Source: an optimization exercise on an open RTL-to-GDS flow (aim: small area). Production flows keep margins and buffers that such runs may drop. Function was checked by simulation only, so behaviour that the tests miss may differ from the original. Power and IR drop assume default switching activity.

==> flow/design.v, too long to show whole: its modules and the start of the top module <==
// module SamplePos_RAM: 352 lines
// module Sine_LUT: 609 lines
// module Sample_Position: 95 lines
// module Adder: 64 lines
// module Ripple_Add: 18 lines
// module Scale_Mult: 27 lines
// module Ring_Mod: 57 lines
// module DAC_I2S: 44 lines
// module Sample_Output: 37 lines
// module ADC_SPI_In: 87 lines
// module addatone: 193 lines
module addatone
	(
		input wire i_Clock,
		input wire reset_n,
		output reg test,
		input wire i_ADC_Data,
		input wire i_ADC_Clock,
		input wire i_ADC_CS,
		input wire i_Mix,
		input wire i_Ring_Mod,
		output wire o_DAC_Data,
		output wire o_DAC_Bit_Clock,
		output wire o_DAC_LR_Clock
	);
  // ...
==> flow/run.sh <==
#!/bin/bash
# synth_recipe.tcl (not shown) runs the flow's synth.tcl, then flattens the netlist and writes it again
# the make line also repeats each setting of config.mk as NAME=value (left out here)
make -C /OpenROAD-flow-scripts/flow DESIGN_CONFIG=/design/flow/config.mk WORK_HOME=/design/flow/orfs CLKGATE_MAP_FILE= SYNTH_SCRIPT=/design/flow/synth_recipe.tcl finish
==> flow/config.mk <==
export PLATFORM = sky130hd
export DESIGN_NAME = addatone
export DESIGN_NICKNAME = addatone
export VERILOG_FILES = /design/flow/design.v
export SDC_FILE = /design/flow/constraint.sdc
export NUM_CORES = 4
export LEC_CHECK = 0
export CAP_MARGIN = 40
export CORE_MARGIN = 2
export CORE_UTILIZATION = 35
export CTS_CLUSTER_DIAMETER = 150
export CTS_CLUSTER_SIZE = 24
export PLACE_DENSITY = 0.5
export SLEW_MARGIN = 40
export SYNTH_MEMORY_MAX_BITS = 65536
==> flow/constraint.sdc <==
create_clock -name core_clock -period 20.0 [get_ports {i_Clock}]
set_input_delay 4.0000 -clock core_clock [delete_from_list [all_inputs] [get_ports {i_Clock}]]
set_output_delay 4.0000 -clock core_clock [all_outputs]
set_load 0.01 [all_outputs]
==> flow_summary_export.csv, run 1 <==
group,metric,value,unit
status,status,"no timing/DRC/antenna violations",
pwr,pwr-share-comb,10.4,%
worst_setup_path,endpoint,"adder.Partial[19]$_DFFE_PP_",
pwr,leakage,55.0,nW
finish,clock_buffers,238,
clock_network,cts_inserted_buffers,215,
die,num_rows,229,
clock_network,cts_tree,"built",
pwr,peakVddDrop,84.0,uV
grt,busiest_layer,"met1",
finish,layout_common_cells,"dfxtp_1, nand2_1, nor2_1, a21oi_1, o21ai_0",
synthesis,yosys.area_share.xor_xnor,0.622,%
grt,met3_usage,6.18,%
worst_setup_path,crit_path_end_kind,"flip-flop",
drt,wl_met3,52.1,mm
die,ios,11,
pwr,power_frac_seq,59.5,%
grt,use_met1,38.8,%
pwr,p_int,12.0,mW
sta,setup_slack,3670,ps
finish,buf_share,1.88,%
sta,timing.slew.headroom,32.1,%
synthesis,yosysWarnings,14,
finish,signal_buffers,342,
pwr,clockPowerShare,30.1,%
flow_run,drv_cap,0,
drt,routed_wl,549,mm
finish,clkCellAreaFrac,3.89,%
pwr,p_total,16.2,mW
sta,setup_viol,0,
worst_setup_path,ff2ff_path_depth,50,
grt,grt_pass1_wl,749,mm
worst_setup_path,crit_buf_inv,7,
finish,inv_count,251,
finish,stdcell_count,17400,
finish,multi_input_gates,6732,
synthesis,synthDistinctLibCells,104,
drt,drt-initial-drc-count,12700,
synthesis,netlist_top_cells_count,"dfxtp_1, nand2_1, nor2_1",
finish,final_common_cell,"dfxtp_1",
clock_network,clock_tree.root_cell,"clkbuf_16",
synthesis,synth_top_area_share,64.9,%
drt,drt-met1-wl,247,mm
finish,area_delta_synth_final,9.95,%
==> run 2, diff against run 1 <==
--- a/flow/config.mk
+++ b/flow/config.mk
@@ -9,6 +9,6 @@
 export CORE_MARGIN = 2
-export CORE_UTILIZATION = 35
+export CORE_UTILIZATION = 55
 export CTS_CLUSTER_DIAMETER = 150
 export CTS_CLUSTER_SIZE = 24
-export PLACE_DENSITY = 0.5
+export PLACE_DENSITY = 0.7
 export SLEW_MARGIN = 40
==> flow_summary_export.csv, run 2 <==
group,metric,value,unit
worst_setup_path,critPathRequiredTime,20650,ps
pwr,clockPowerShare,29.6,%
grt,antenna_found_initial,39,
place,placed_cell_area,141000,um2
die,dieHeight,502,um
synthesis,synthDistinctLibCells,104,
worst_setup_path,crit_path_end_kind,"flip-flop",
synthesis,ys_ff_latch,4594,
finish,layout_common_cells,"dfxtp_1, nand2_1, nor2_1, a21oi_1, o21ai_0",
clock_network,htree_levels,4,
worst_setup_path,slowest_stage,"ha_1",
sta,rsz0062_at_grt,"false",
status,status,"no timing/DRC/antenna violations",
grt,grt-ovfl-total,0,
pwr,pwr_density_cell,109,nW/um2
synthesis,synth_top_area_share,64.9,%
clock_network,clock_path_buffers,3,
synthesis,synth_cells,12200,
sta,final_max_slew_viol_count,0,
synthesis,yosysTopAreaCell,"dfxtp_1",
pwr,pwr-share-comb,10.4,%
die,num_rows,182,
drt,routed_via_density,6.29,
drt,drc,0,
drt,ant_nets,0,
drt,wl_per_cell,32.3,um
pwr,power_frac_seq,60.0,%
synthesis,yosysWarnings,14,
clock_network,clock_tree.root_cell,"clkbuf_16",
die,dieArea,252000,um2
clock_network,clk_pin_slew,100,ps
drt,routed_wl,500,mm
pwr,switching_share,25.4,%
min_path,hold_depth,0,
sta,timing.slew.headroom,29.9,%
synthesis,async_reset_ff_share,0,%
place,post-dp-hpwl,340,mm
synthesis,yosys_most_used_dff,"dfxtp_1",
grt,grtUsageTotal,38.7,%
clock_network,clock_latency,930,ps
sta,fin_worst_skew,79.8,ps
finish,area_delta_synth_final,8.14,%
sta,setup_viol,0,
sta,worst_pin_slew,1050,ps
place,dp_cells,15200,
worst_setup_path,arrival,17040,ps
synthesis,avgSynthCellArea,11.2,um2
min_path,hold_path.class,"flip-flop to flip-flop",
worst_setup_path,ff2ff_path_depth,50,
flow_run,drv_cap,0,
clock_network,cts_tree,"built",
synthesis,netlist_area,136000,um2
worst_setup_path,criticalPathCategory,"flip-flop to flip-flop",
clock_network,cts_hold_buf,0,
finish,final_common_cell,"dfxtp_1",
grt,grt_pass1_vias,89800,
pwr,p_int,12.0,mW
sta,fmax,0.0610,GHz
pwr,p_total,16.1,mW
sta,finalSetupTns,0,ps
synthesis,synth_edf_count,167,
die,core,246000,um2
drt,drt-initial-drc-count,15500,
sta,post-route-min-period,16390,ps
die,die_w,502,um
synthesis,synthMostInstantiatedCell,"dfxtp_1",
clock_network,cts_inserted_buffers,211,
sta,min_period_over_period,81.9,%
sta,hold_viol_final,0,
finish,stdcell_count,15500,
worst_setup_path,cp_max_fo,34,
finish,final_area,148000,um2
worst_setup_path,start_kind,"flip-flop",
finish,layout-drive-gt1-share,6.65,%
pwr,leakage,54.8,nW
place,portBuffers,10,
grt,grt_max_degree,144,
clock_network,cts.sinks,4594,
worst_setup_path,critPathMaxStageDelay,770,ps
clock_network,post-cts-setup-buffers,0,
synthesis,synth-seq-area-share,68.6,%
grt,grt_pass1_wl,688,mm
finish,fillers,20000,
die,start_util,55.4,%
drt,drt_pass1_iterations,12,
die,ios,11,
drt,routed-via-count,97400,
finish,nNetsFinal,12500,
synthesis,netlist_top_cells_count,"dfxtp_1, nand2_1, nor2_1",
clock_network,cts_resized,0,
place,finalWeightedCongestion,1.04,
synthesis,syn_nets,12600,
worst_setup_path,worst_path_most_repeated_cell,"fa_1",
pwr,p_switching,4.09,mW
finish,utilization,59.9,%
pwr,peakVddDrop,90.1,uV
synthesis,ys_top_cells_by_area,"dfxtp_1, a21oi_1, edfxtp_1",
-- run 2: cell counts after synthesis --
Identical to the previous run, type by type.
-- run 2: stage by stage --
step	setup slack (ps)	hold slack, ps
2_1_floorplan	5170	310
3_3_place_gp	3580	309
3_5_place_dp	3600	312
4_1_cts	3570	259
5_1_grt	2950	268
6_report	3610	262
-- run 2: layout make-up --
cell class / instances / area (um2) / area share (%)
Inverter: 251 / 950 / 0.643
Antenna cell: 37 / 92.6 / 0.0627
Tap cell: 3312 / 4140 / 2.81
Clock inverter: 17 / 417 / 0.282
Timing Repair Buffer: 316 / 2700 / 1.83
Multi-Input combinational cell: 6732 / 40200 / 27.3
Clock buffer: 234 / 5410 / 3.66
Sequential cell: 4594 / 93600 / 63.4
-- run 2: logic make-up after synthesis --
| kind of cell | Yosys count | share of synthesized area (%) |
|---|---|---|
| flip-flops | 4594 | 68.6 |
| AND/OR/NAND/NOR | 3406 | 10.8 |
| AO/OA/AOI/OAI | 2799 | 12.4 |
| buffers and inverters | 906 | 2.62 |
| adder cells (fa/ha/maj) | 338 | 4.13 |
| XOR/XNOR | 97 | 0.622 |
| multiplexers | 92 | 0.752 |
-- run 2: worst max-delay path, delay by kind of cell, from the launching register on --
family / cells / cell delay, ps
buffers and inverters: 10 / 1870
multiplexers: 1 / 260
adder cells (fa/ha/maj): 29 / 11710
XOR/XNOR: 5 / 710
AO/OA/AOI/OAI: 3 / 890
flip-flops: 1 / 320
AND/OR/NAND/NOR: 2 / 320
-- run 2: path summary, 6_finish.rpt --
kind	startpoint	to	slack (ps)
hold / removal	sample_position.sp_ram.word[98].Slot1[0]$_DFF_P_	sample_position.sp_ram.word[98].Slot0[0]$_DFF_P_	260
hold reg to reg	sample_position.sp_ram.word[98].Slot1[0]$_DFF_P_	sample_position.sp_ram.word[98].Slot0[0]$_DFF_P_	260
setup reg to reg	sample_position.Sample_Position[5]$_SDFFE_PN0P_	adder.Partial[19]$_DFFE_PP_	3610
setup / recovery	sample_position.Sample_Position[5]$_SDFFE_PN0P_	adder.Partial[19]$_DFFE_PP_	3610
-- run 2: power groups by stage --
stage          Sequential (mW)  Clock [mW]  Combinational (mW)
6_report                  9.66        4.76                1.67
3_5_place_dp              9.86           0                1.66
5_1_grt                   9.68        5.08                1.86
3_3_place_gp              9.85           0                1.66
2_1_floorplan             9.79           0                1.13
4_1_cts                   9.65        4.77                1.67
-- run 2: per-layer routing --
layer / vias to the layer above / GRT usage [%] / routed length (um)
met5: - / 1.68 / 912
met4: 34 / 18.8 / 29900
met3: 1491 / 16.1 / 71600
met2: 6836 / 51.7 / 194000
met1: 47600 / 53.5 / 203000
li1: 41500 / - / -
==> module SamplePos_RAM, before the edit <==
module SamplePos_RAM
	(
		input wire clk_i,
		input wire rst_i,
		input wire wr_en_i,
		input wire [15:0] wr_data_i,
		input wire [7:0] addr_i,
		input wire [7:0] i_Next_Addr,			 
		input wire [1:0] i_Phase,
		input wire i_Step,					 
		input wire i_Read,					 
		output wire [15:0] rd_data_o
	);
	reg [15:0] Word0;
	always @(posedge clk_i) begin
		if (rst_i)
			Word0 <= 16'h0000;
		else if (wr_en_i && addr_i == 8'd0)
			Word0 <= wr_data_i;
	end
	reg [7:0] Write_Addr;
	reg [2:0] Write_Count;
	reg [7:0] Written;
	wire Addr_Written;					 
	Ripple_Add #(.W(8)) cmp_written (.a(Written), .b(~addr_i), .ci(1'b1), .s(), .co(Addr_Written));
	always @(posedge clk_i) begin
		if (rst_i) begin
			Write_Count <= 3'd0;
			Written <= 8'd0;
		end
		else if (wr_en_i && addr_i != 8'd0) begin
			Write_Addr <= addr_i;
			Write_Count <= 3'd4;
			if (!Addr_Written)
				Written <= addr_i;
		end
		else if (Write_Count != 3'd0)
			Write_Count <= Write_Count - 1'b1;
	end
	wire Writing = (Write_Count != 3'd0);
	reg Flip;
	always @(posedge clk_i)
		if (i_Phase == 2'd3)
			Flip <= ~Flip;
	reg [3:0] Write_Nibble;
	always @* begin
		case (i_Phase)
			2'd0: Write_Nibble = wr_data_i[3:0];
			2'd1: Write_Nibble = wr_data_i[7:4];
			2'd2: Write_Nibble = wr_data_i[11:8];
			default: Write_Nibble = wr_data_i[15:12];
		endcase
	end
	wire [3:0] Write_Stored = Write_Nibble ^ {4{Flip}};
	wire [7:0] Next_Addr = i_Next_Addr;
	wire [3:0] head_terms [0:255];
	assign head_terms[0] = 4'd0;
	genvar k;
	generate for (k = 1; k < 256; k = k + 1) begin : word
		reg [3:0] Slot0, Slot1, Slot2, Slot3;
		wire Put = Writing && (Write_Addr == k);
		always @(posedge clk_i) begin
			Slot0 <= Slot1;
			Slot1 <= Slot2;
			Slot2 <= Slot3;
			Slot3 <= ~((Write_Stored & {4{Put}}) | (Slot0 & {4{~Put}}));
		end
		assign head_terms[k] = head_terms[k - 1] | (Slot0 & {4{addr_i == k - 1}});
	end endgenerate
	wire [3:0] Head = Writing && (Write_Addr == Next_Addr) ? Write_Nibble : (head_terms[255] ^ {4{Flip}});
	reg [15:0] Buffer;
	reg Hold;							 
	always @(posedge clk_i) begin
		if (rst_i)
			Hold <= 1'b0;
		else if (i_Step)
			Hold <= 1'b1;
		else if (i_Read)
			Hold <= 1'b0;
	end
	always @(posedge clk_i) begin
		if (!Hold)
			case (i_Phase)
				2'd0: Buffer[3:0] <= Head;
				2'd1: Buffer[7:4] <= Head;
				2'd2: Buffer[11:8] <= Head;
				default: Buffer[15:12] <= Head;
			endcase
	end
	reg [15:0] Init_Word;
	always @* begin
		case (addr_i)
			8'd1: Init_Word = 16'h2000;
			8'd2: Init_Word = 16'h0000;
			8'd3: Init_Word = 16'h3000;
			8'd4: Init_Word = 16'h0000;
			8'd5: Init_Word = 16'hA000;
			8'd6: Init_Word = 16'h0000;
			8'd7: Init_Word = 16'h67AE;
			8'd8: Init_Word = 16'h55C2;
			8'd9: Init_Word = 16'h4666;
			8'd10: Init_Word = 16'h2333;
			8'd11: Init_Word = 16'h9AE1;
			8'd12: Init_Word = 16'h58F5;
			8'd13: Init_Word = 16'hB28F;
			8'd14: Init_Word = 16'h451E;
			8'd15: Init_Word = 16'h8C28;
			8'd16: Init_Word = 16'hE51E;
			8'd17: Init_Word = 16'hA999;
			8'd18: Init_Word = 16'h6C28;
			8'd19: Init_Word = 16'hCE14;
			8'd20: Init_Word = 16'h13D7;
			8'd21: Init_Word = 16'h50A3;
			8'd22: Init_Word = 16'h81EB;
			8'd23: Init_Word = 16'h3EB8;
			8'd24: Init_Word = 16'h98F5;
			8'd25: Init_Word = 16'hD28F;
			8'd26: Init_Word = 16'h2F5C;
			8'd27: Init_Word = 16'hF70A;
			8'd28: Init_Word = 16'h3999;
			8'd29: Init_Word = 16'h8EB8;
			8'd30: Init_Word = 16'h10A3;
			8'd31: Init_Word = 16'hD5C2;
			8'd32: Init_Word = 16'h2C28;
			8'd33: Init_Word = 16'hB1EB;
			8'd34: Init_Word = 16'h447A;
			8'd35: Init_Word = 16'h25C2;
			8'd36: Init_Word = 16'h0999;
			8'd37: Init_Word = 16'hE0A3;
			8'd38: Init_Word = 16'hAA3D;
			8'd39: Init_Word = 16'h7F5C;
			8'd40: Init_Word = 16'h3AE1;
			8'd41: Init_Word = 16'hFB85;
			8'd42: Init_Word = 16'hB70A;
			8'd43: Init_Word = 16'h551E;
			8'd44: Init_Word = 16'hCC28;
			8'd45: Init_Word = 16'h27AE;
			8'd46: Init_Word = 16'h6147;
			8'd47: Init_Word = 16'h4AE1;
			8'd48: Init_Word = 16'hCB85;
			8'd49: Init_Word = 16'hF0A3;
			8'd50: Init_Word = 16'h50A3;
			8'd51: Init_Word = 16'h6CCC;
			8'd52: Init_Word = 16'h15C2;
			8'd53: Init_Word = 16'hAEB8;
			8'd54: Init_Word = 16'h1A3D;
			8'd55: Init_Word = 16'hA8F5;
			8'd56: Init_Word = 16'h0147;
			8'd57: Init_Word = 16'h347A;
			8'd58: Init_Word = 16'h1666;
			8'd59: Init_Word = 16'h4F5C;
			8'd60: Init_Word = 16'h428F;
			8'd61: Init_Word = 16'h27AE;
			8'd62: Init_Word = 16'h5666;
			8'd63: Init_Word = 16'h847A;
			8'd64: Init_Word = 16'hA51E;
			8'd65: Init_Word = 16'h4000;
			8'd66: Init_Word = 16'h0A3D;
			8'd67: Init_Word = 16'hF47A;
			8'd68: Init_Word = 16'h7333;
			8'd69: Init_Word = 16'h1999;
			8'd70: Init_Word = 16'hB8F5;
			8'd71: Init_Word = 16'h0147;
			8'd72: Init_Word = 16'h2000;
			8'd73: Init_Word = 16'h97AE;
			8'd74: Init_Word = 16'hCF5C;
			8'd75: Init_Word = 16'h5AE1;
			8'd76: Init_Word = 16'h65C2;
			8'd77: Init_Word = 16'h947A;
			8'd78: Init_Word = 16'h8CCC;
			8'd79: Init_Word = 16'hD28F;
			8'd80: Init_Word = 16'hC5C2;
			8'd81: Init_Word = 16'h9E14;
			8'd82: Init_Word = 16'h1B85;
			8'd83: Init_Word = 16'hB47A;
			8'd84: Init_Word = 16'hFAE1;
			8'd85: Init_Word = 16'h2851;
			8'd86: Init_Word = 16'h1D70;
			8'd87: Init_Word = 16'h4F5C;
			8'd88: Init_Word = 16'hEA3D;
			8'd89: Init_Word = 16'hB8F5;
			8'd90: Init_Word = 16'h847A;
			8'd91: Init_Word = 16'h0147;
			8'd92: Init_Word = 16'h128F;
			8'd93: Init_Word = 16'h7851;
			8'd94: Init_Word = 16'h2999;
			8'd95: Init_Word = 16'h9999;
			8'd96: Init_Word = 16'hB666;
			8'd97: Init_Word = 16'h5CCC;
			8'd98: Init_Word = 16'h8C28;
			8'd99: Init_Word = 16'hCEB8;
			8'd100: Init_Word = 16'h3666;
			8'd101: Init_Word = 16'h3666;
			8'd102: Init_Word = 16'h7E14;
			8'd103: Init_Word = 16'hE3D7;
			8'd104: Init_Word = 16'hC851;
			8'd105: Init_Word = 16'hB47A;
			8'd106: Init_Word = 16'hBB85;
			8'd107: Init_Word = 16'hD147;
			8'd108: Init_Word = 16'hCCCC;
			8'd109: Init_Word = 16'h1F5C;
			8'd110: Init_Word = 16'h951E;
			8'd111: Init_Word = 16'h95C2;
			8'd112: Init_Word = 16'h851E;
			8'd113: Init_Word = 16'hB0A3;
			8'd114: Init_Word = 16'hA666;
			8'd115: Init_Word = 16'h0AE1;
			8'd116: Init_Word = 16'hC666;
			8'd117: Init_Word = 16'h347A;
			8'd118: Init_Word = 16'hB47A;
			8'd119: Init_Word = 16'h8851;
			8'd120: Init_Word = 16'h2666;
			8'd121: Init_Word = 16'hAE14;
			8'd122: Init_Word = 16'h7AE1;
			8'd123: Init_Word = 16'h28F5;
			8'd124: Init_Word = 16'h6EB8;
			8'd125: Init_Word = 16'h7333;
			8'd126: Init_Word = 16'h95C2;
			8'd127: Init_Word = 16'hE147;
			8'd128: Init_Word = 16'h71EB;
			8'd129: Init_Word = 16'hC333;
			8'd130: Init_Word = 16'hC666;
			8'd131: Init_Word = 16'hFE14;
			8'd132: Init_Word = 16'h7000;
			8'd133: Init_Word = 16'h4A3D;
			8'd134: Init_Word = 16'hE51E;
			8'd135: Init_Word = 16'hEC28;
			8'd136: Init_Word = 16'h53D7;
			8'd137: Init_Word = 16'hA7AE;
			8'd138: Init_Word = 16'h047A;
			8'd139: Init_Word = 16'hF147;
			8'd140: Init_Word = 16'h151E;
			8'd141: Init_Word = 16'h2E14;
			8'd142: Init_Word = 16'hE8F5;
			8'd143: Init_Word = 16'h528F;
			8'd144: Init_Word = 16'h71EB;
			8'd145: Init_Word = 16'h30A3;
			8'd146: Init_Word = 16'hFAE1;
			8'd147: Init_Word = 16'hBC28;
			8'd148: Init_Word = 16'h8666;
			8'd149: Init_Word = 16'hB5C2;
			8'd150: Init_Word = 16'hE7AE;
			8'd151: Init_Word = 16'hF1EB;
			8'd152: Init_Word = 16'hF851;
			8'd153: Init_Word = 16'h1851;
			8'd154: Init_Word = 16'hE7AE;
			8'd155: Init_Word = 16'hD8F5;
			8'd156: Init_Word = 16'h1EB8;
			8'd157: Init_Word = 16'h6000;
			8'd158: Init_Word = 16'hB5C2;
			8'd159: Init_Word = 16'hE70A;
			8'd160: Init_Word = 16'h0C28;
			8'd161: Init_Word = 16'h4CCC;
			8'd162: Init_Word = 16'hA5C2;
			8'd163: Init_Word = 16'h8AE1;
			8'd164: Init_Word = 16'h2C28;
			8'd165: Init_Word = 16'h1333;
			8'd166: Init_Word = 16'h1EB8;
			8'd167: Init_Word = 16'hE3D7;
			8'd168: Init_Word = 16'hD0A3;
			8'd169: Init_Word = 16'hB851;
			8'd170: Init_Word = 16'h61EB;
			8'd171: Init_Word = 16'h5AE1;
			8'd172: Init_Word = 16'h4EB8;
			8'd173: Init_Word = 16'hFD70;
			8'd174: Init_Word = 16'h9000;
			8'd175: Init_Word = 16'hDA3D;
			8'd176: Init_Word = 16'h63D7;
			8'd177: Init_Word = 16'h3AE1;
			8'd178: Init_Word = 16'h751E;
			8'd179: Init_Word = 16'h8E14;
			8'd180: Init_Word = 16'h6999;
			8'd181: Init_Word = 16'hA1EB;
			8'd182: Init_Word = 16'h9C28;
			8'd183: Init_Word = 16'hC1EB;
			8'd184: Init_Word = 16'hE000;
			8'd185: Init_Word = 16'h00A3;
			8'd186: Init_Word = 16'h0A3D;
			8'd187: Init_Word = 16'hCD70;
			8'd188: Init_Word = 16'hA28F;
			8'd189: Init_Word = 16'h5000;
			8'd190: Init_Word = 16'hFA3D;
			8'd191: Init_Word = 16'hFCCC;
			8'd192: Init_Word = 16'hC147;
			8'd193: Init_Word = 16'hE333;
			8'd194: Init_Word = 16'hD70A;
			8'd195: Init_Word = 16'hF999;
			8'd196: Init_Word = 16'h15C2;
			8'd197: Init_Word = 16'hB999;
			8'd198: Init_Word = 16'h3E14;
			8'd199: Init_Word = 16'h9F5C;
			8'd200: Init_Word = 16'hB851;
			8'd201: Init_Word = 16'h728F;
			8'd202: Init_Word = 16'h670A;
			8'd203: Init_Word = 16'h70A3;
			8'd204: Init_Word = 16'hD28F;
			8'd205: Init_Word = 16'hF7AE;
			8'd206: Init_Word = 16'h128F;
			8'd207: Init_Word = 16'hCE14;
			8'd208: Init_Word = 16'h0C28;
			8'd209: Init_Word = 16'hD999;
			8'd210: Init_Word = 16'hE5C2;
			8'd211: Init_Word = 16'h247A;
			8'd212: Init_Word = 16'h7EB8;
			8'd213: Init_Word = 16'h147A;
			8'd214: Init_Word = 16'hC5C2;
			8'd215: Init_Word = 16'h9147;
			8'd216: Init_Word = 16'h0999;
			8'd217: Init_Word = 16'h970A;
			8'd218: Init_Word = 16'hBEB8;
			8'd219: Init_Word = 16'hC70A;
			8'd220: Init_Word = 16'h4333;
			8'd221: Init_Word = 16'hB999;
			8'd222: Init_Word = 16'hCD70;
			8'd223: Init_Word = 16'hD147;
			8'd224: Init_Word = 16'hD51E;
			8'd225: Init_Word = 16'hB999;
			8'd226: Init_Word = 16'hDB85;
			8'd227: Init_Word = 16'h98F5;
			8'd228: Init_Word = 16'hCCCC;
			8'd229: Init_Word = 16'h5AE1;
			8'd230: Init_Word = 16'hEA3D;
			8'd231: Init_Word = 16'hA851;
			8'd232: Init_Word = 16'h628F;
			8'd233: Init_Word = 16'h0A3D;
			8'd234: Init_Word = 16'h370A;
			8'd235: Init_Word = 16'hA47A;
			8'd236: Init_Word = 16'hF28F;
			8'd237: Init_Word = 16'h48F5;
			8'd238: Init_Word = 16'h151E;
			8'd239: Init_Word = 16'hC0A3;
			8'd240: Init_Word = 16'h53D7;
			8'd241: Init_Word = 16'h4EB8;
			8'd242: Init_Word = 16'hD51E;
			8'd243: Init_Word = 16'hE000;
			8'd244: Init_Word = 16'h4AE1;
			8'd245: Init_Word = 16'hD8F5;
			8'd246: Init_Word = 16'hD000;
			8'd247: Init_Word = 16'hB333;
			8'd248: Init_Word = 16'h751E;
			8'd249: Init_Word = 16'h90A3;
			8'd250: Init_Word = 16'hEA3D;
			8'd251: Init_Word = 16'hD28F;
			8'd252: Init_Word = 16'h9333;
			8'd253: Init_Word = 16'h0F5C;
			8'd254: Init_Word = 16'h07AE;
			8'd255: Init_Word = 16'h851E;
			default: Init_Word = 16'h0000;
		endcase
	end
	assign rd_data_o = (addr_i == 8'd0) ? Word0 : Addr_Written ? Buffer : Init_Word;
endmodule
==> run 3, diff against run 2 <==
--- a/flow/design.v
+++ b/flow/design.v
@@ -42,3 +42,5 @@
 	always @(posedge clk_i)
-		if (i_Phase == 2'd3)
+		if (rst_i)
+			Flip <= 1'b0;
+		else if (i_Phase == 2'd3)
 			Flip <= ~Flip;
--- a/flow/config.mk
+++ b/flow/config.mk
@@ -9,6 +9,7 @@
 export CORE_MARGIN = 2
-export CORE_UTILIZATION = 55
+export CORE_UTILIZATION = 35
 export CTS_CLUSTER_DIAMETER = 150
 export CTS_CLUSTER_SIZE = 24
-export PLACE_DENSITY = 0.7
+export GPL_TIMING_DRIVEN = 0
+export PLACE_DENSITY = 0.5
 export SLEW_MARGIN = 40
==> flow_summary_export.csv, run 3 <==
group,metric,value,unit
synthesis,yosys_most_used_dff,"dfxtp_1",
finish,layout-drive-gt1-share,8.30,%
pwr,pwr-share-comb,13.6,%
worst_setup_path,slowest_stage,"a311oi_1",
finish,fillers,37900,
pwr,clockPowerShare,28.9,%
synthesis,avgSynthCellArea,11.2,um2
synthesis,synth-seq-area-share,68.7,%
sta,post-route-min-period,17610,ps
clock_network,htree_levels,4,
drt,routed_wl,711,mm
synthesis,synthDistinctLibCells,101,
clock_network,cts.sinks,4594,
drt,drt_pass1_iterations,9,
synthesis,netlist_top_cells_count,"dfxtp_1, nand2_1, nor2_1",
worst_setup_path,r2r_slack,2390,ps
clock_network,cts_hold_buf,0,
sta,min_period_over_period,88.1,%
synthesis,synth.mux.area_fraction,0.682,%
worst_setup_path,crit_path_end_kind,"flip-flop",
clock_network,clock_latency,1000,ps
pwr,power_frac_seq,57.5,%
synthesis,syn_nets,12500,
pwr,peakVddDrop,84.9,uV
die,ios,11,
die,num_rows,229,
pwr,pwr_density_cell,110,nW/um2
worst_setup_path,criticalPathCategory,"flip-flop to flip-flop",
place,finalWeightedCongestion,1.07,
worst_setup_path,ff2ff_path_depth,53,
worst_setup_path,endpoint,"adder.Partial[19]$_DFFE_PP_",
finish,area_delta_synth_final,12.6,%
place,portBuffers,9,
synthesis,yosysWarnings,14,
grt,grt_pass1_wl,910,mm
synthesis,ys_ff_latch,4594,
worst_setup_path,arrival,18370,ps
sta,hold_viol_final,0,
worst_setup_path,critPathMaxStageDelay,820,ps
worst_setup_path,timing.rr.end,"adder.Partial[19]$_DFFE_PP_",
synthesis,synth_compound_area_share,12.7,%
worst_setup_path,timing.rr.start,"sample_position.Sample_Position[5]$_SDFFE_PN0P_",
clock_network,post-cts-setup-buffers,0,
synthesis,synth_top_family_by_area,"compound AO/OA/AOI/OAI gates",
grt,grt-ovfl-total,0,
pwr,p_switching,4.75,mW
min_path,min_from,"sample_position.sp_ram.word[239].Slot2[0]$_DFF_P_",
synthesis,synth_top_area_share,65.0,%
synthesis,synthSimpleGateAreaFrac,10.6,%
synthesis,ys_top_cells_by_area,"dfxtp_1, a21oi_1, edfxtp_1",
sta,timing.slew.headroom,32.9,%
pwr,leakage,56.1,nW
die,die_w,628,um
sta,fmax,0.0568,GHz
worst_setup_path,cp-startpoint,"sample_position.Sample_Position[5]$_SDFFE_PN0P_",
finish,final_common_cell,"dfxtp_1",
grt,grt_max_degree,26,
drt,routed-via-count,98700,
sta,setup_viol,0,
synthesis,synthMostInstantiatedCell,"dfxtp_1",
place,dp_slack,2430,ps
sta,finalSetupTns,0,ps
drt,drc,0,
worst_setup_path,worst_path_most_repeated_cell,"fa_1",
sta,worst_pin_slew,1000,ps
drt,wl_per_cell,39.7,um
worst_setup_path,start_kind,"flip-flop",
status,status,"no timing/DRC/antenna violations",
grt,grt_pass1_vias,90100,
synthesis,netlist_area,136000,um2
drt,ant_nets,0,
min_path,hold_path.class,"flip-flop to flip-flop",
worst_setup_path,critPathRequiredTime,20750,ps
synthesis,yosysTopAreaCell,"dfxtp_1",
die,dieHeight,628,um
pwr,switching_share,28.2,%
place,post-dp-hpwl,556,mm
drt,routed_via_density,5.52,
sta,setup_slack,2390,ps
synthesis,yosys.area_share.xor_xnor,0.623,%
grt,antenna_found_initial,101,
clock_network,cts_tree,"built",
sta,final_max_slew_viol_count,0,
clock_network,cts_inserted_buffers,214,
clock_network,clk_pin_slew,120,ps
synthesis,synth_edf_count,166,
clock_network,cts_resized,0,
die,start_util,35.1,%
die,dieArea,395000,um2
finish,layout_common_cells,"dfxtp_1, nand2_1, nor2_1, a21oi_1, o21ai_0",
sta,fin_worst_skew,92.4,ps
synthesis,synth-adder-area-share,4.14,%
synthesis,async_reset_ff_share,0,%
synthesis,synth_cells,12200,
clock_network,clock_tree.root_cell,"clkbuf_16",
drt,drt-initial-drc-count,13300,
flow_run,drv_cap,0,
die,core,389000,um2
grt,grtUsageTotal,34.9,%
clock_network,clock_path_buffers,4,
sta,rsz0062_at_grt,"false",
finish,nNetsFinal,13000,
pwr,p_int,12.1,mW
worst_setup_path,cp_max_fo,12,
## run 3: changes by cell type after synthesis, moves of 11 or more
cell	previous run	this run
nor2_1	1130	1094
o21ai_0	742	706
nand2_1	1311	1280
o22ai_1	113	137
a21oi_1	1030	1051
a211oi_1	76	58
and3_1	41	58
o211ai_1	68	84
nor3_1	117	102
o2111ai_1	9	21
a222oi_1	41	52
## run 3: worst min path at each step
stage / depth (start not counted) / slack [ps] / to
after floorplan: 0 / 310 / sample_position.sp_ram.word[100].Slot0[0]$_DFF_P_
after global placement: 0 / 310 / sample_position.sp_ram.word[144].Slot0[3]$_DFF_P_
after detailed placement: 0 / 310 / sample_position.sp_ram.word[110].Slot0[0]$_DFF_P_
after CTS: 0 / 280 / sample_position.sp_ram.word[248].Slot1[3]$_DFF_P_
after global routing: 0 / 280 / sample_position.sp_ram.word[248].Slot1[3]$_DFF_P_
final: 0 / 290 / sample_position.sp_ram.word[239].Slot1[0]$_DFF_P_
## run 3: cells by family after synthesis
family / count (synthesis)
xor gates and xnor gates: 97
adders and majority gates: 338
AOI/OAI and AO/OA: 2837
DFF: 4594
muxes: 84
buffers and inverters: 906
and+or+nand+nor: 3325
## run 3: area by class of cell
cell class                      instances  area (um2)  share of cell area (%)
Timing Repair Buffer                  223        3320                    2.16
Antenna cell                           38        95.1                  0.0620
Inverter                              252         946                   0.616
Sequential cell                      4594       93600                    61.0
Clock buffer                          246        5520                    3.60
Multi-Input combinational cell       6681       40100                    26.2
Clock inverter                         11         246                   0.161
Buffer                                654        3080                    2.01
Tap cell                             5197        6500                    4.24
## run 3: worst max-delay path: cells and delay by family, from the launching register on
family,cells,cell delay (ps)
AOI/OAI and AO/OA,2,960
xor gates and xnor gates,5,720
adders and majority gates,29,11340
buffers and inverters,12,2910
DFF,1,460
muxes,1,300
and+or+nand+nor,4,660
## run 3: power by group through the flow
stage	Clock, mW	Combinational (mW)	Sequential [mW]
floorplan	0	1.23	9.78
global placement	0	2.22	9.89
detailed placement	0	2.25	9.89
CTS	4.95	2.27	9.68
global route	5.27	2.45	9.71
finish	4.87	2.30	9.69
## run 3: metrics by stage
step                hold WS [ps]  utilization [%]  instance area, um2  power (mW)  cells
global route                 281             39.5              153000        17.4  17900
detailed placement           312             38.0              148000        12.1  17600
global placement             309             36.8              143000        12.1  17400
CTS                          283             39.5              153000        16.9  17900
finish                       289             39.5              153000        16.9  17900
floorplan                    310                -              136000        11.0  12200
## run 3: routing by layer
layer	track usage (%)	part of all wire (%)
met1	44.3	41
met2	52.0	42
met3	6.84	7.5
met4	27.5	9.9
met5	0.133	0.027
==> run 4, diff against run 3 <==
--- a/flow/config.mk
+++ b/flow/config.mk
@@ -12,3 +12,2 @@
 export CTS_CLUSTER_SIZE = 24
-export GPL_TIMING_DRIVEN = 0
 export PLACE_DENSITY = 0.5
==> flow_summary_export.csv, run 4 <==
group,metric,value,unit
clock_network,clock_tree.root_cell,"clkbuf_16",
sta,fin_worst_skew,71.4,ps
synthesis,yosysTopAreaCell,"dfxtp_1",
worst_setup_path,crit_path_end_kind,"flip-flop",
synthesis,netlist_top_cells_count,"dfxtp_1, nand2_1, nor2_1",
drt,routed_wl,546,mm
worst_setup_path,arrival,17400,ps
worst_setup_path,crit_buf_inv,12,
clock_network,clock_latency,990,ps
die,dieArea,395000,um2
synthesis,synth_cells,12200,
clock_network,post-cts-setup-buffers,0,
pwr,pwr_density_cell,110,nW/um2
status,status,"no timing/DRC/antenna violations",
worst_setup_path,start_kind,"flip-flop",
sta,finalSetupTns,0,ps
die,core,389000,um2
worst_setup_path,critPathRequiredTime,20710,ps
synthesis,synth_top_area_share,65.0,%
drt,routed_via_density,5.40,
finish,final_common_cell,"dfxtp_1",
die,die_w,628,um
sta,post-route-min-period,16680,ps
die,ios,11,
sta,timing.slew.headroom,31.2,%
synthesis,ys_ff_latch,4594,
grt,grtUsageTotal,26.7,%
sta,fmax,0.0599,GHz
drt,drt-initial-drc-count,11300,
synthesis,yosys_most_used_dff,"dfxtp_1",
synthesis,synthMostInstantiatedCell,"dfxtp_1",
synthesis,synth-seq-area-share,68.7,%
place,finalWeightedCongestion,0.976,
synthesis,netlist_area,136000,um2
pwr,leakage,54.4,nW
worst_setup_path,slowest_stage,"ha_1",
clock_network,cts_hold_buf,0,
finish,fillers,37600,
synthesis,synth_edf_count,166,
flow_run,drv_cap,0,
worst_setup_path,critPathTopFamily,"adder cells",
clock_network,cts_tree,"built",
synthesis,yosysWarnings,14,
die,num_rows,229,
sta,final_max_slew_viol_count,0,
synthesis,avgSynthCellArea,11.2,um2
drt,drc,0,
place,post-dp-hpwl,375,mm
clock_network,cts_inserted_buffers,215,
grt,grt_pass1_wl,748,mm
drt,routed-via-count,93600,
grt,grt_max_degree,147,
synthesis,synthDistinctLibCells,101,
drt,drt_pass1_iterations,9,
synthesis,syn_nets,12500,
drt,wl_per_cell,31.5,um
finish,layout-drive-gt1-share,7.10,%
clock_network,clk_pin_slew,110,ps
die,dieHeight,628,um
pwr,peakVddDrop,75.6,uV
synthesis,async_reset_ff_share,0,%
sta,rsz0062_at_grt,"false",
worst_setup_path,critPathMaxStageDelay,650,ps
worst_setup_path,criticalPathCategory,"flip-flop to flip-flop",
grt,grt-ovfl-total,0,
drt,ant_nets,0,
pwr,p_total,16.5,mW
clock_network,htree_levels,4,
worst_setup_path,worst_path_most_repeated_cell,"fa_1",
grt,grt_pass1_vias,89500,
clock_network,cts.sinks,4594,
clock_network,clock_path_buffers,4,
sta,setup_viol,0,
min_path,hold_path.class,"flip-flop to flip-flop",
finish,area_delta_synth_final,10.1,%
clock_network,cts_resized,0,
worst_setup_path,cp_max_fo,30,
sta,min_period_over_period,83.4,%
synthesis,ys_top_cells_by_area,"dfxtp_1, a21oi_1, edfxtp_1",
die,start_util,35.1,%
finish,nNetsFinal,12400,
sta,hold_viol_final,0,
sta,worst_pin_slew,1020,ps
grt,antenna_found_initial,33,
place,portBuffers,10,
finish,layout_common_cells,"dfxtp_1, nand2_1, a21oi_1, nor2_1, o21ai_0",
run 4: changes by cell type in the layout (fill, tap and decap cells not counted), sizes merged:
cell    delta
buf       -26
clkbuf   -507
diode     -30
inv        +5
run 4: report_power, final:
part / switching [mW] / total (mW) / internal, mW / leakage, nW
Clock: 2.89 / 4.87 / 1.98 / 2.82
Sequential: 0.139 / 9.64 / 9.50 / 38.3
Combinational: 1.40 / 1.99 / 0.590 / 13.3
run 4: worst paths after layout:
check / slack, ps / endpoint / startpoint / depth (start not counted)
worst max-delay path: 3320 / adder.Partial[19]$_DFFE_PP_ / sample_position.Sample_Position[5]$_SDFFE_PN0P_ / 54
worst min register to register: 290 / sample_position.sp_ram.word[255].Slot1[3]$_DFF_P_ / sample_position.sp_ram.word[255].Slot2[3]$_DFF_P_ / 0
worst max register to register: 3320 / adder.Partial[19]$_DFFE_PP_ / sample_position.Sample_Position[5]$_SDFFE_PN0P_ / 54
worst min-delay path: 290 / sample_position.sp_ram.word[255].Slot1[3]$_DFF_P_ / sample_position.sp_ram.word[255].Slot2[3]$_DFF_P_ / 0
run 4: final cells by class:
type	instances	area, um2	area share (%)
Sequential cell	4594	93600	62.3
Multi-Input combinational cell	6681	40400	26.9
Tap cell	5197	6500	4.33
Clock buffer	241	5520	3.68
Timing Repair Buffer	349	2920	1.94
Inverter	252	956	0.636
Clock inverter	16	268	0.178
Antenna cell	8	20.0	0.0133
run 4: worst register-to-register path, delay by kind of cell, from the launching register on:
kind,cells,cell delay (ps)
xor gates and xnor gates,5,700
buffers and inverters,12,2330
AOI/OAI and AO/OA,3,960
and+or+nand+nor,3,460
DFF,1,310
adders and majority gates,30,11410
muxes,1,260
run 4: per-layer routing:
layer	vias up	GRT usage, %	wire [um]	part of all wire (%)
met2	4388	40.8	236000	43
met3	1133	5.59	43200	7.9
met1	46500	35.3	230000	42
met5	-	0.350	234	0.043
met4	10	14.8	36200	6.6
li1	41500	-	-	-
run 4: cells by family (layout without fill, tap and decap cells):
kind of cell | Yosys count | count (layout) | share of synthesized area (%)
multiplexers | 84 | 84 | 0.682
AND/OR/NAND/NOR | 3325 | 3325 | 10.6
XOR/XNOR | 97 | 97 | 0.623
other | 0 | 8 | 0
adder cells (fa/ha/maj) | 338 | 338 | 4.14
AO/OA/AOI/OAI | 2837 | 2837 | 12.7
flip-flops | 4594 | 4594 | 68.7
buffers and inverters | 906 | 858 | 2.59
run 4: metrics by stage:
stage	instance area (um2)	setup WS [ps]	hold WS [ps]	util, %	instances
finish	150000	3320	294	38.7	17300
global placement	143000	2770	310	36.9	17000
floorplan	136000	5200	310	-	12200
global route	150000	2400	297	38.7	17300
detailed placement	144000	3070	312	37.1	17100
CTS	150000	3070	295	38.6	17300

port drivers added, routing unchanged:
The flow's constraints put no driver on any port. The routed layouts listed below were extracted and timed again, unchanged, in two steps.
Step 1 (the two cells are an assumption about what drives the block):
set clk [get_ports {i_Clock}]
set_driving_cell -lib_cell sky130_fd_sc_hd__clkbuf_16 $clk
set_driving_cell -lib_cell sky130_fd_sc_hd__buf_2 [delete_from_list [all_inputs] $clk]
Step 2 also shifts input and output timing later by t, the mid clock arrival at the registers, as if the neighbouring blocks saw the same clock.
Slacks: ideal / step 1 / step 2; pairs: ideal / step 1.
run | t (ns) | setup WS [ns] | hold slack, ns | latest minus earliest clock arrival (ns) | slew at the worst register clock pin (ns)
run 1 | 1.054 | 3.673 / 3.673 / 3.673 | 0.187 / 0.187 / 0.187 | 0.158 / 0.159 | 0.11 / 0.11
run 2 | 1.002 | 3.613 / 3.613 / 3.613 | 0.262 / 0.262 / 0.262 | 0.086 / 0.086 | 0.11 / 0.11
run 3 | 1.077 | 2.386 / 2.386 / 2.386 | 0.289 / 0.289 / 0.289 | 0.101 / 0.101 | 0.12 / 0.12
run 4 | 1.056 | 3.318 / 3.318 / 3.318 | 0.294 / 0.294 / 0.294 | 0.082 / 0.082 | 0.11 / 0.11
After both steps setup and hold are still met in every run listed.
